Background: an optimization exercise with open tools, aiming at small area and a short achievable clock period. Do not read the settings as production practice.
RTL that was checked went through simulation tests only; none was proved equivalent to the original.

== main ==
==> module float_recip, before the edit <==
module float_recip(clk,rst,i_cip,i_sj,i_vstart,i_vector_length,i_v0,i_v1,i_v2,i_v3,i_v4,i_v5,i_v6,i_v7,o_result, o_busy);
input  wire clk;         
input  wire rst;
input  wire [15:0] i_cip;     
input  wire i_vstart;
input  wire [6:0] i_vector_length;
input wire [63:0] i_v0;
input wire [63:0] i_v1;
input wire [63:0] i_v2;
input wire [63:0] i_v3;
input wire [63:0] i_v4;
input wire [63:0] i_v5;
input wire [63:0] i_v6;
input wire [63:0] i_v7;
input  wire [63:0] i_sj;
output reg [63:0] o_result;
output wire       o_busy;
reg  [7:0] reservation_time;
reg        busy;         
reg  [7:0] vsel;         
always @(posedge clk)
   if (rst)
      reservation_time <= 8'd0;
   else if (i_vstart)
      reservation_time <= {1'b0, i_vector_length} + 8'd4;    
   else if (reservation_time != 8'd0)
      reservation_time <= reservation_time - 8'd1;
wire busy_next = ~rst & (i_vstart | (reservation_time[7:1] != 7'd0));
always @(posedge clk)
begin
   busy <= busy_next;
   if (i_vstart)
      vsel <= busy_next ? (8'd1 << i_cip[5:3]) : 8'd0;
   else
      vsel <= busy_next ? vsel : 8'd0;
end
assign o_busy = busy;
wire [31:0] src = ({32{~busy}}   & i_sj[63:32]) |
                  ({32{vsel[0]}} & i_v0[63:32]) |
                  ({32{vsel[1]}} & i_v1[63:32]) |
                  ({32{vsel[2]}} & i_v2[63:32]) |
                  ({32{vsel[3]}} & i_v3[63:32]) |
                  ({32{vsel[4]}} & i_v4[63:32]) |
                  ({32{vsel[5]}} & i_v5[63:32]) |
                  ({32{vsel[6]}} & i_v6[63:32]) |
                  ({32{vsel[7]}} & i_v7[63:32]);
reg        s0;
reg [14:0] e0;
reg [15:0] d0;
always @(posedge clk)
begin
   s0 <= src[31];
   e0 <= src[30:16];
   d0 <= src[15:0];
end
reg        s1;
reg [14:0] e1;
reg        h1;
always @(posedge clk)
begin
   s1 <= s0;
   e1 <= e0;
   h1 <= (d0[15:8] == 8'h80);
end
wire [14:0] ek1 = h1 ? (e1[14] ? 15'd3 : 15'h7fff) : (e1[14] ? 15'd2 : 15'd0);
wire [8:0]  elo1 = {1'b0, ~e1[7:0]} + {1'b0, ek1[7:0]};
reg        s2;
reg [7:0]  elo2;
reg        ec2;          
reg [6:0]  ehi2;         
reg        em2;          
always @(posedge clk)
begin
   s2   <= s1;
   elo2 <= elo1[7:0];
   ec2  <= elo1[8];
   ehi2 <= ~e1[14:8];
   em2  <= ek1[14];
end
wire [6:0] ehi = ehi2 + {7{em2}} + {6'd0, ec2};
reg [15:0] se3, se4, se5, se6, se7, se8, se9, se10, se11, se12;    
reg [15:0] d1, d2, d3, d4, d5, d6;
reg [7:0]  d7lo;
reg [15:0] d8;
always @(posedge clk)
begin
   se3  <= {s2, ehi, elo2};
   se4  <= se3;
   se5  <= se4;
   se6  <= se5;
   se7  <= se6;
   se8  <= se7;
   se9  <= se8;
   se10 <= se9;
   se11 <= se10;
   se12 <= se11;
   d1 <= d0;
   d2 <= d1;
   d3 <= d2;
   d4 <= d3;
   d5 <= d4;
   d6 <= d5;
   d7lo <= d6[7:0];
end
reg [15:0] dh7;          
reg [15:0] dl7;          
always @(posedge clk)
begin
   dh7 <= 16'd1 << d6[15:12];
   dl7 <= 16'd1 << d6[11:8];
end
wire [3:0] dh7_bin = {|dh7[15:8], |{dh7[15:12], dh7[7:4]}, |{dh7[15:14], dh7[11:10], dh7[7:6], dh7[3:2]},
                      |{dh7[15], dh7[13], dh7[11], dh7[9], dh7[7], dh7[5], dh7[3], dh7[1]}};
wire [3:0] dl7_bin = {|dl7[15:8], |{dl7[15:12], dl7[7:4]}, |{dl7[15:14], dl7[11:10], dl7[7:6], dl7[3:2]},
                      |{dl7[15], dl7[13], dl7[11], dl7[9], dl7[7], dl7[5], dl7[3], dl7[1]}};
wire [14:0] x2_tab;
recip_x2_lut lut(.h(dh7), .l(dl7), .y(x2_tab));
wire [7:0]  x2_neg, x2_one, x2_two;
booth_enc enc(.yl(x2_tab), .neg(x2_neg), .one(x2_one), .two(x2_two));
reg [6:0]  sg8, neg9, neg10;
reg [7:0]  one8, one9, one10;
reg [7:0]  two8, two9, two10;
reg        half8, half9, half10, half11, half12;
always @(posedge clk)
begin
   d8    <= {dh7_bin, dl7_bin, d7lo};
   sg8   <= ~x2_neg[6:0];
   one8  <= x2_one;
   two8  <= x2_two;
   neg9  <= ~sg8;
   one9  <= one8;
   two9  <= two8;
   neg10 <= neg9;
   one10 <= one9;
   two10 <= two9;
   half8  <= dh7[8] & dl7[0];
   half9  <= half8;
   half10 <= half9;
   half11 <= half10;
   half12 <= half11;
end
wire [32:0] b3_a, b3_b;
mul_a ma(.sg({1'b0, sg8}), .one(one8), .two(two8), .m(d8), .ra(b3_a), .rb(b3_b));
reg  [32:0] b3a_9, b3b_9;
always @(posedge clk)
begin
   b3a_9 <= b3_a;
   b3b_9 <= b3_b;
end
wire [32:0] b3_sum;
cpa33 add_b3(.a(b3a_9), .b(b3b_9), .s(b3_sum));
reg  [32:0] b3_10;
always @(posedge clk)
   b3_10 <= b3_sum;
wire [48:0] p_a, p_b;
mul_c mc(.neg({1'b1, neg10}), .one(one10), .two(two10), .m(b3_10[31:0]), .ra(p_a), .rb(p_b));
reg  [48:0] pa_11, pb_11;
reg  [1:0]  s11, s12;
always @(posedge clk)
begin
   pa_11 <= p_a;
   pb_11 <= p_b;
   s11   <= b3_10[32] ? 2'd0 : b3_10[31] ? 2'd1 : 2'd2;
   s12   <= s11;
end
wire [48:0] p_sum;
cpa49 add_p(.a(pa_11), .b(pb_11), .s(p_sum));
reg  [48:0] p_12;
always @(posedge clk)
   p_12 <= p_sum;
wire [48:0] c3 = p_12 << s12;
wire [47:0] x3 = (s12 == 2'd0) ? {1'b1, 47'b0} :
                 c3[48] ? c3[48:1] : c3[47] ? c3[47:0] : {c3[46:0], 1'b0};
always @(posedge clk)
   o_result <= half12 ? {se12, 1'b1, 47'b0} : {se12, x3};
endmodule
Settings: LEC_CHECK=0, CAP_MARGIN=20, CORE_MARGIN=2, CORE_UTILIZATION=55, CTS_CLUSTER_DIAMETER=120, CTS_CLUSTER_SIZE=24, PLACE_DENSITY=0.7, SLEW_MARGIN=20, SYNTH_HIERARCHICAL=1, SYNTH_MINIMUM_KEEP_SIZE=0; clock period 10.0 ns.
standard.sh (not shown) runs the stock make flow with config.mk's settings and CLKGATE_MAP_FILE= SYNTH_SCRIPT=/design/flow/synth_recipe.tcl, a recipe that flattens the netlist after the stock synthesis.
==> flow/flow/run.sh <==
#!/bin/bash
set -euo pipefail
bash standard.sh SETUP_SLACK_MARGIN=6.85 "BUFFER_PORTS_ARGS=-buffer_cell sky130_fd_sc_hd__buf_2" finish > standard_flow.log 2>&1
Input changes introduced in the feature branch (baseline for comparison: main):
diff --git a/flow/design.v b/flow/design.v
--- a/flow/design.v
+++ b/flow/design.v
@@ -37,7 +37,7 @@
 output wire       o_busy;
 reg  [7:0] reservation_time;
 reg        busy;         
-reg  [7:0] vsel;         
+reg  [2:0] cur_j;        
 always @(posedge clk)
    if (rst)
       reservation_time <= 8'd0;
@@ -45,15 +45,12 @@
       reservation_time <= {1'b0, i_vector_length} + 8'd4;    
    else if (reservation_time != 8'd0)
       reservation_time <= reservation_time - 8'd1;
-wire busy_next = ~rst & (i_vstart | (reservation_time[7:1] != 7'd0));
 always @(posedge clk)
-begin
-   busy <= busy_next;
+   busy <= ~rst & (i_vstart | (reservation_time[7:1] != 7'd0));
+always @(posedge clk)
    if (i_vstart)
-      vsel <= busy_next ? (8'd1 << i_cip[5:3]) : 8'd0;
-   else
-      vsel <= busy_next ? vsel : 8'd0;
-end
+      cur_j <= i_cip[5:3];
+wire [7:0] vsel = busy ? (8'd1 << cur_j) : 8'd0;
 assign o_busy = busy;
 wire [31:0] src = ({32{~busy}}   & i_sj[63:32]) |
                   ({32{vsel[0]}} & i_v0[63:32]) |
==> run notes <==
- Looking at cell type of the slowest stage on the worst timing path, the sky130_fd_sc_hd__or3_1 result is from main; the sky130_fd_sc_hd__dfxtp_4 one comes from the feature branch.
- Measured against each other, main and the feature branch differ in worst setup slack, the higher figure coming from the feature branch.
- Transition time at the pin with the least slew margin: the feature branch < main
- Data required time at the worst endpoint ends up higher on main.
- Start point of the critical path: dl7[0] -> main, one10[4] -> the feature branch
- [the feature branch] length of routed met3 wiring fell about 4% relative to main
- Delta (the feature branch minus main): final cell count went up by 21, area of the mapped netlist about even.
- Comparing main and the feature branch, the higher length of routed wiring on met1 was measured on the feature branch.
- Summary of the comparison: placed instance count is higher in the feature branch, relative to main.
No functional check of the RTL was part of main.

[separate check: timing with driven ports]
The flow's constraints put no driver on any port. The routed layouts listed below were extracted and timed again, unchanged, in two steps.
Step 1 assumes that a clkbuf_16 drives the clock port and a buf_2 every other input.
Step 2 adds t to the input delays and takes it off the output delays; t is the mean of the earliest and latest rising clock arrival at the registers after step 1. Input paths then give back, and output paths get back, about the clock's delay inside the block.
Slacks: ideal ports / drivers / drivers and shift; pairs: ideal ports / drivers.
run | shift t [ns] | setup WS [ns] | hold WS [ns] | worst data-port slew with drivers (ns)
main | 0.707 | 6.852 / 6.813 / 6.852 | 0.312 / 0.312 / 0.312 | 0.23
the feature branch | 0.675 | 6.876 / 6.825 / 6.684 | 0.303 / 0.303 / 0.303 | 0.25
After both steps setup and hold are still met in every run listed. The setup slack of the feature branch, which loses most, moves by -0.051 ns with the drivers and by -0.192 ns with both steps.
